From an optimization exercise on the open Yosys and OpenROAD flow, aimed at small area; shortcuts taken in it are not production practice. Function was checked by simulation only, so behaviour that the tests miss may differ from the original. Power is estimated from default activity; no workload was simulated.

// lightcube8_top
module lightcube8_top #(parameter FRAME_GEN_CLK_DIV = 14, parameter SCAN_CLK_DIV = 14)
(
    input wire clk,
    input wire resetn,
    input wire [15:0] switch,
    output wire [15:0] led,
    output wire [7 :0] num_csn,
    output wire [6 :0] num_a_g,
    input wire rx,
    output wire tx,
    output wire [7:0] high_csn,
    output wire [7:0] row,
    output wire [7:0] row_cs
);
clock: 10.0 ns
lec_check: 0
cap_margin: 40
core_margin: 2
core_utilization: 40
cts_buf_list: sky130_fd_sc_hd__clkbuf_8
cts_cluster_diameter: 40
cts_cluster_size: 20
slew_margin: 40
synth_memory_max_bits: 8192
run.sh (not shown) runs the stock make flow with config.mk's settings and CLKGATE_MAP_FILE= SYNTH_SCRIPT=/design/flow/synth_recipe.tcl, a recipe that flattens the netlist after the stock synthesis.
The starting point finished clean.
Change:
Settings changed: CTS_BUF_LIST sky130_fd_sc_hd__clkbuf_8 to default, CTS_CLUSTER_DIAMETER 40 to default, CTS_CLUSTER_SIZE 20 to default.
Effect:
- The new run ran to the end with no violations
- global-route usage rises by 0.11 points
- hold slack degrades by 0.011 ns
- core utilization rises by 1.7 points
- area after synthesis is unchanged
- clock skew falls by 0.0049 ns
- sequential share of layout area falls by 2.6 points
- routed wire length rises by 0.78%
- sequential power stays flat
- total power rises by 14%
Change:
Settings changed: CORE_UTILIZATION 40 to 65, CTS_BUF_LIST from default to sky130_fd_sc_hd__clkbuf_8, CTS_CLUSTER_DIAMETER from default to 30, CTS_CLUSTER_SIZE from default to 25.
Outcome:
- total power came out lower by about 6%
- cell count came out lower by about 10%
- worst setup slack gains 0.022 ns
- synthesized cell count stays the same
- maximum frequency came out higher by about 0.4%
- sequential share of layout area came out higher by 2.0 points
- sequential cell count is unchanged
- design area came out lower by 2.8%

---

lightcube8_top, a different RTL version from the one above (not shown whole).
Size: about 1900 cells after synthesis, about 1200 flip-flops, roughly 75 I/O pins, about 29000 sq um of cells after synthesis.
make LEC_CHECK=0 CAP_MARGIN=40 CORE_MARGIN=2 CORE_UTILIZATION=60 CTS_BUF_LIST=sky130_fd_sc_hd__clkbuf_8 CTS_CLUSTER_DIAMETER=60 CTS_CLUSTER_SIZE=20 SLEW_MARGIN=40 SYNTH_MEMORY_MAX_BITS=8192 finish   # period 10.0 ns
Next try:
==> flow/flow/run.sh (new file) <==
#!/bin/bash
# Standard layout, with clock-tree synthesis told not to add dummy loads and
# the port buffers made of the smallest buffer cell.
set -euo pipefail
export CTS_ARGS="-sink_clustering_enable -repair_clock_nets -dont_use_dummy_load -buf_list sky130_fd_sc_hd__clkbuf_8 -sink_clustering_size 20 -sink_clustering_max_diameter 60"
export BUFFER_PORTS_ARGS="-buffer_cell sky130_fd_sc_hd__buf_1"
bash standard.sh > standard_flow.log 2>&1
==> flow/standard.sh (new file) <==
#!/bin/bash
# synth_recipe.tcl (not shown) runs the flow's synth.tcl, then flattens the netlist and writes it again
# the make line also repeats each setting of config.mk as NAME=value (left out here)
make -C /OpenROAD-flow-scripts/flow DESIGN_CONFIG=/design/flow/config.mk WORK_HOME=/design/flow/orfs CLKGATE_MAP_FILE= SYNTH_SCRIPT=/design/flow/synth_recipe.tcl "${@:-finish}"
removed: flow/run.sh
The changed run finished clean.
Global-route usage is about the same.
Sequential power stays flat.
Power went down by 2.0%.
Wire length went up by 0.47%.
Hold slack is worse by 33 ps.
Clock-buffer cell count stays the same.
Sequential share of layout area went up by 1.3 points.
Via count hardly moves.

---

Another version of the RTL of lightcube8_top (not shown whole).
For scale: about 1800 cells after synthesis, roughly 1200 flip-flops, ~75 I/O pins.
Settings: LEC_CHECK=0, CAP_MARGIN=40, CORE_MARGIN=2, CORE_UTILIZATION=60, SLEW_MARGIN=40, SYNTH_MEMORY_MAX_BITS=8192; clock period 10.0 ns.
standard.sh (not shown) runs the stock make flow with config.mk's settings and CLKGATE_MAP_FILE= SYNTH_SCRIPT=/design/flow/synth_recipe.tcl, a recipe that flattens the netlist after the stock synthesis.
==> flow/flow/run.sh <==
#!/bin/bash
# Standard layout, with clock-tree synthesis told not to add dummy loads and
# the port buffers made of the smallest buffer cell.
set -euo pipefail
export CTS_ARGS="-sink_clustering_enable -repair_clock_nets -dont_use_dummy_load -buf_list sky130_fd_sc_hd__clkbuf_16 -sink_clustering_size 30 -sink_clustering_max_diameter 50"
export BUFFER_PORTS_ARGS="-buffer_cell sky130_fd_sc_hd__buf_1"
bash standard.sh > standard_flow.log 2>&1
The first run produced a clean layout.
Change:
==> flow/flow/run.sh (replaced) <==
#!/bin/bash
# Standard layout, with clock-tree synthesis told not to add dummy loads and
# the port buffers made of the smallest buffer cell.
set -euo pipefail
export CTS_ARGS="-sink_clustering_enable -repair_clock_nets -dont_use_dummy_load -buf_list sky130_fd_sc_hd__clkbuf_4 sky130_fd_sc_hd__clkbuf_8 -sink_clustering_size 16 -sink_clustering_max_diameter 50"
export BUFFER_PORTS_ARGS="-buffer_cell sky130_fd_sc_hd__buf_1"
bash standard.sh > standard_flow.log 2>&1
After rerunning:
- Now the flow did not get past clock tree synthesis
- synthesized cell count is unchanged
- area after synthesis does not change
Change:
==> flow/flow/run.sh (replaced) <==
#!/bin/bash
# Standard layout, with clock-tree synthesis told not to add dummy loads and
# the port buffers made of the smallest buffer cell.
set -euo pipefail
export CTS_ARGS="-sink_clustering_enable -repair_clock_nets -dont_use_dummy_load -buf_list sky130_fd_sc_hd__clkbuf_4 -sink_clustering_size 12 -sink_clustering_max_diameter 40"
export BUFFER_PORTS_ARGS="-buffer_cell sky130_fd_sc_hd__buf_1"
bash standard.sh > standard_flow.log 2>&1
The new run finished clean.
Synthesized cell count is unchanged.
Area after synthesis is unchanged.
Change:
==> flow/flow/run.sh (replaced) <==
#!/bin/bash
# Standard layout, with clock-tree synthesis told not to add dummy loads and
# the port buffers made of the smallest buffer cell.
set -euo pipefail
export CTS_ARGS="-sink_clustering_enable -repair_clock_nets -dont_use_dummy_load -buf_list sky130_fd_sc_hd__clkbuf_8 -sink_clustering_size 20 -sink_clustering_max_diameter 60"
export BUFFER_PORTS_ARGS="-buffer_cell sky130_fd_sc_hd__buf_1"
bash standard.sh > standard_flow.log 2>&1
- CTS_BUF_LIST: unset -> sky130_fd_sc_hd__clkbuf_8
- CTS_CLUSTER_DIAMETER: unset -> 60
- CTS_CLUSTER_SIZE: unset -> 20
Result:
- power stays flat
- cell area barely changes
- core utilization stays flat
- setup slack degrades by 250 ps
- worst hold slack improves by 20 ps
- sequential share of layout area barely changes
- via count falls by 2.6%
- first-iteration DRC count is unchanged
- sequential power stays flat
Change:
==> flow/flow/run.sh (replaced) <==
#!/bin/bash
# Standard layout, with clock-tree synthesis told not to add dummy loads and
# the port buffers made of the smallest buffer cell.
set -euo pipefail
export CTS_ARGS="-sink_clustering_enable -repair_clock_nets -dont_use_dummy_load -buf_list sky130_fd_sc_hd__clkbuf_8 -sink_clustering_size 22 -sink_clustering_max_diameter 45"
export BUFFER_PORTS_ARGS="-buffer_cell sky130_fd_sc_hd__buf_1"
bash standard.sh > standard_flow.log 2>&1
- CORE_UTILIZATION: 60 -> 70
- CTS_BUF_LIST: sky130_fd_sc_hd__clkbuf_8 -> unset
- CTS_CLUSTER_DIAMETER: 60 -> unset
- CTS_CLUSTER_SIZE: 20 -> unset
- PLACE_DENSITY: unset -> 0.85
=> Fmax went down by about 0.35%. Via count went up by about 1.4%. First-iteration DRC count went up by 11%. Total power went up by 0.77%. Area after synthesis is unchanged. Clock power went up by about 3%.

what the ideal ports hide:
No port has a modelled driver above. Below, the same layouts with a new extraction and two added sets of constraints.
Step 1 assumes that a clkbuf_16 drives the clock port and a buf_2 every other input.
Step 2 also shifts input and output timing later by t, the mid clock arrival at the registers, as if the neighbouring blocks saw the same clock.
a / b / c = ideal ports / drivers / drivers and shift; a / b = the first two.
run	shift t [ns]	setup slack, ns	worst setup path at the end
the first run of note 1	0.750	4.640 / 4.589 / 4.658	input to output
the second run of note 1	0.695	4.678 / 4.622 / 4.650	input to output
the third run of note 1	0.820	4.701 / 4.648 / 4.675	input to output
the first run of note 2	0.718	4.690 / 4.659 / 4.659	input to output
the second run of note 2	0.684	5.070 / 5.016 / 5.456	input to output
the first run of note 3	0.626	1.875 / 1.911 / 1.285	input to register
the third run of note 3	0.940	2.225 / 2.256 / 1.316	input to register
the fourth run of note 3	0.671	1.973 / 2.005 / 1.333	input to register
the fifth run of note 3	0.666	1.945 / 1.977 / 1.311	input to register
After both steps every run listed still meets setup and hold. For the third run of note 3, which loses most, drivers alone change the setup slack by +0.031 ns; drivers and shift together by -0.909 ns.
